What follows belongs to an exercise in optimizing a design on an open flow for small area, a short achievable clock period and few clock cycles; a production flow would make more cautious choices.
At most, simulation tests tie the RTL to the original design; equivalence was not proved.

==> inputs of run a <==
Design fir_single_chan, start of the top module:
module fir_single_chan (
  input clk,
  input rst,
  output logic [15:0] data_addr_rd_o,
  output logic [15:0] data_addr_wr_o,
  input  logic [15:0] data_din_i,
  output logic [15:0] data_dout_o,
  output logic        data_we_o,
  output logic        done_intr
);
==> flow/config.mk <==
export PLATFORM = sky130hd
export DESIGN_NAME = fir_single_chan
export DESIGN_NICKNAME = fir_single_chan
export VERILOG_FILES = /design/flow/design.v
export SDC_FILE = /design/flow/constraint.sdc
export NUM_CORES = 4
export LEC_CHECK = 0
export CAP_MARGIN = 20
export CORE_MARGIN = 2
export CORE_UTILIZATION = 40
export CTS_BUF_LIST = sky130_fd_sc_hd__clkbuf_16
export CTS_CLUSTER_DIAMETER = 100
export CTS_CLUSTER_SIZE = 22
export PLACE_DENSITY = 0.6
export SETUP_SLACK_MARGIN = 3.3
export SLEW_MARGIN = 20
==> flow/constraint.sdc <==
create_clock -name core_clock -period 5.5 [get_ports {clk}]
set_input_delay 1.1000 -clock core_clock [delete_from_list [all_inputs] [get_ports {clk}]]
set_output_delay 1.1000 -clock core_clock [all_outputs]
set_load 0.01 [all_outputs]
standard.sh (not shown) runs the stock make flow with config.mk's settings and CLKGATE_MAP_FILE= SYNTH_SCRIPT=/design/flow/synth_recipe.tcl, a recipe that flattens the netlist after the stock synthesis.
==> flow/flow/run.sh <==
#!/bin/bash
# Own layout flow: the standard ORFS flow (standard.sh, standard synthesis), with the
# ports buffered by plain buffers instead of the delay cells buffer_ports picks by default,
# and sizing not held to the cells' footprints. Each tool's output goes to a log here.
set -uo pipefail
bash standard.sh \
  'BUFFER_PORTS_ARGS=-buffer_cell sky130_fd_sc_hd__buf_4' \
  MATCH_CELL_FOOTPRINT=0 \
  finish > flow_make.log 2>&1
status=$?
cp -r orfs/logs flow_logs 2>/dev/null || true
exit $status
==> run b (differences from run a) <==
SETUP_SLACK_MARGIN = 3.4   (was 3.3)
TNS_END_PERCENT = 40   (was default)
==> run c (differences from run a) <==
SETUP_SLACK_MARGIN = 3.5   (was 3.3)
TNS_END_PERCENT = 0   (was default)
==> comparison table <==
Post-layout instance count excluding filler cells: run b 1852; run c 1807; run a 1835
Fraction of layout instances using a drive strength above 1: run b 20.4%; run c 10.4%; run a 18.6%
Launching instance or port of the critical path: run b v[0][0]$_DFF_P_; run c v[4][0]$_DFF_P_; run a v[0][0]$_DFF_P_
Vias in the first global route: run b 8586; run c 8227; run a 8521
Routed WL per cell: run b 12.8 microns; run c 12.2 microns; run a 12.7 microns
Minimum clock period after layout: run b 2350 ps; run c 2430 ps; run a 2380 ps
Endpoint of the worst hold-timing path: run b v[3][7]$_DFF_P_; run c v[3][12]$_DFF_P_; run a v[3][1]$_DFF_P_
Wire length of the first global-routing pass: run b 39100 microns; run c 37600 microns; run a 38900 microns
Total routed wire length on the met1 layer: run b 11500 microns; run c 11100 microns; run a 11600 microns
Final Cell Area: run b 16500 sq um; run c 15500 sq um; run a 16200 sq um
Non-clock buffer count: run b 116; run c 71; run a 98
Clk_skew: run b 12.1 ps; run c 9.15 ps; run a 14.1 ps
Setup WS post-layout: run b 3150 ps; run c 3070 ps; run a 3120 ps
Outcome: run b timing/DRC/antenna clean; run c timing/DRC/antenna clean; run a timing/DRC/antenna clean
No run of this note included a check of the RTL's function; only the layout flow was run.

========
==> trial 65 <==
fir_single_chan, a different RTL version from the one above (not shown whole).
export LEC_CHECK = 0
export CAP_MARGIN = 20
export CORE_MARGIN = 2
export CORE_UTILIZATION = 40
export CTS_BUF_LIST = sky130_fd_sc_hd__clkbuf_16
export CTS_CLUSTER_DIAMETER = 100
export CTS_CLUSTER_SIZE = 22
export PLACE_DENSITY = 0.6
export SETUP_SLACK_MARGIN = 3.2
export SLEW_MARGIN = 20
create_clock -name core_clock -period 5.5 [get_ports {clk}]
Scripts as last shown in full above: flow/flow/run.sh
==> inputs of trial 38, as changes to trial 65 <==
Settings changed: CTS_BUF_LIST sky130_fd_sc_hd__clkbuf_16 to sky130_fd_sc_hd__clkbuf_8, CTS_CLUSTER_DIAMETER 100 to 80, CTS_CLUSTER_SIZE 22 to 16, GPL_TIMING_DRIVEN set to 1.
==> inputs of trial 9, as changes to trial 65 <==
Settings changed: SETUP_SLACK_MARGIN 3.2 to 3.4.
==> comparison table <==
quantity	trial 9	trial 38	trial 65
Vias in the first global route	9052	8607	8596
Met2 track demand over resource	23.0%	21.6%	21.7%
Capturing instance or port of the critical path	s0[4]	pa[16]	pa[16]
Clock tree root buffer cell	sky130_fd_sc_hd__clkbuf_16	sky130_fd_sc_hd__clkbuf_8	sky130_fd_sc_hd__clkbuf_16
Beginning of the critical path	x0[0]	v[0][0]	v[0][0]
Average routed wire per standard cell	12.9 um	12.6 um	12.6 um
Worst-case setup slack after placement	3020 ps	2890 ps	2890 ps
Worst slew pin tran	604 ps	561 ps	544 ps
Run status	complete, no violations	complete, no violations	complete, no violations
Critical Path Slowest Stage Cell	sky130_fd_sc_hd__dfxtp_2	sky130_fd_sc_hd__fa_2	sky130_fd_sc_hd__fa_2
Function was not checked in any run of this note: the RTL went through the layout flow alone.

========
==> inputs of run H <==
Another version of the RTL of fir_single_chan (not shown whole).
clock: 5.5 ns
lec_check: 0
cap_margin: 20
core_margin: 2
core_utilization: 40
cts_buf_list: sky130_fd_sc_hd__clkbuf_8
cts_cluster_diameter: 80
cts_cluster_size: 16
place_density: 0.6
setup_slack_margin: 3.2
slew_margin: 20
Scripts as last shown in full above: flow/flow/run.sh
==> inputs of run E, as changes to run H <==
- CTS_BUF_LIST: sky130_fd_sc_hd__clkbuf_8 -> sky130_fd_sc_hd__clkbuf_16
- CTS_CLUSTER_DIAMETER: 80 -> 100
- CTS_CLUSTER_SIZE: 16 -> 22
- SETUP_SLACK_MARGIN: 3.2 -> 3.5
==> inputs of run R, as changes to run H <==
- CTS_BUF_LIST: sky130_fd_sc_hd__clkbuf_8 -> sky130_fd_sc_hd__clkbuf_16
- CTS_CLUSTER_DIAMETER: 80 -> 100
- CTS_CLUSTER_SIZE: 16 -> 22
- SETUP_SLACK_MARGIN: 3.2 -> 3.3
==> qor summary <==
Result of the run: run E timing/DRC/antenna clean; run R timing/DRC/antenna clean; run H timing/DRC/antenna clean
Post-placement setup slack: run E 3.10 ns; run R 3.00 ns; run H 2.97 ns
Layout cells sized above 1: run E 0.345; run R 0.192; run H 0.143
Endpoint required time on the critical path: run E 5.93 ns; run R 5.88 ns; run H 6.01 ns
Final-layout non-clock buffer area share: run E 0.0911; run R 0.0467; run H 0.0397
Count of plain and timing-repair buffers: run E 168; run R 95; run H 78
End of the worst register-to-register path: run E pa[16]; run R pa[18]; run H pb[16]
GR Layer Usage met2: run E 0.229; run R 0.224; run H 0.223
Final clock-cell share: run E 0.0300; run R 0.0322; run H 0.0231
Total number of vias: run E 8178; run R 7784; run H 7746
Share of cell area taken by multi-input logic gates: run E 0.417; run R 0.428; run H 0.434
Final instance area: run E 0.0166 mm2; run R 0.0153 mm2; run H 0.0148 mm2
Post-route insts no fill: run E 1772; run R 1697; run H 1686
Number of nets at the end of the flow: run E 1540; run R 1467; run H 1455
Critical R2R Launch: run E v[0][0]; run R v[0][0]; run H v[3][0]
Crit-path slowest cell: run E sky130_fd_sc_hd__fa_2; run R sky130_fd_sc_hd__fa_2; run H sky130_fd_sc_hd__or4_1
Clock latency (worst-skew pair): run E 0.51 ns; run R 0.50 ns; run H 0.56 ns
Area used by sequential logic in the layout: run E 0.00651 mm2; run R 0.00638 mm2; run H 0.00633 mm2
Combined area of the multi-input logic cells: run E 0.00692 mm2; run R 0.00655 mm2; run H 0.00644 mm2
Testbench counts of run H, summed over its fixed seeds: cycles 262,196.
Testbench counts of run E, summed over its fixed seeds: cycles 262,196.
Testbench counts of run R, summed over its fixed seeds: cycles 262,196.

what the ideal ports hide:
No port has a modelled driver above. Below, the same layouts with a new extraction and two added sets of constraints. Step 1 assumes that a clkbuf_16 drives the clock port and a buf_2 every other input. Step 2, shift: input delay + t, output delay - t, t = (earliest + latest rising clock arrival at the registers) / 2. This alone moves slack from input paths to output paths. Three values: ideal ports, drivers, drivers and shift; two values: the first two.
| run | shift t [ns] | setup WS [ns] | slew at the worst register clock pin (ns) | cell pins on the clock port's net |
|---|---|---|---|---|
| run a | 0.548 | 3.119 / 3.119 / 3.119 | 0.09 / 0.09 | 1 |
| run b | 0.552 | 3.152 / 3.152 / 3.152 | 0.09 / 0.09 | 1 |
| run c | 0.551 | 3.067 / 3.067 / 3.067 | 0.09 / 0.09 | 1 |
| trial 65 | 0.555 | 3.184 / 3.184 / 3.184 | 0.09 / 0.09 | 1 |
| trial 38 | 0.599 | 3.193 / 3.193 / 3.193 | 0.10 / 0.10 | 1 |
| trial 9 | 0.554 | 3.258 / 3.258 / 3.258 | 0.09 / 0.09 | 1 |
| run H | 0.593 | 3.229 / 3.218 / 3.107 | 0.10 / 0.10 | 1 |
| run E | 0.544 | 3.275 / 3.275 / 3.119 | 0.09 / 0.09 | 1 |
| run R | 0.540 | 3.274 / 3.274 / 3.117 | 0.09 / 0.09 | 1 |
After both steps every run listed still meets setup and hold. For run R, which loses most, drivers alone change the setup slack by 0.000 ns; drivers and shift together by -0.157 ns.
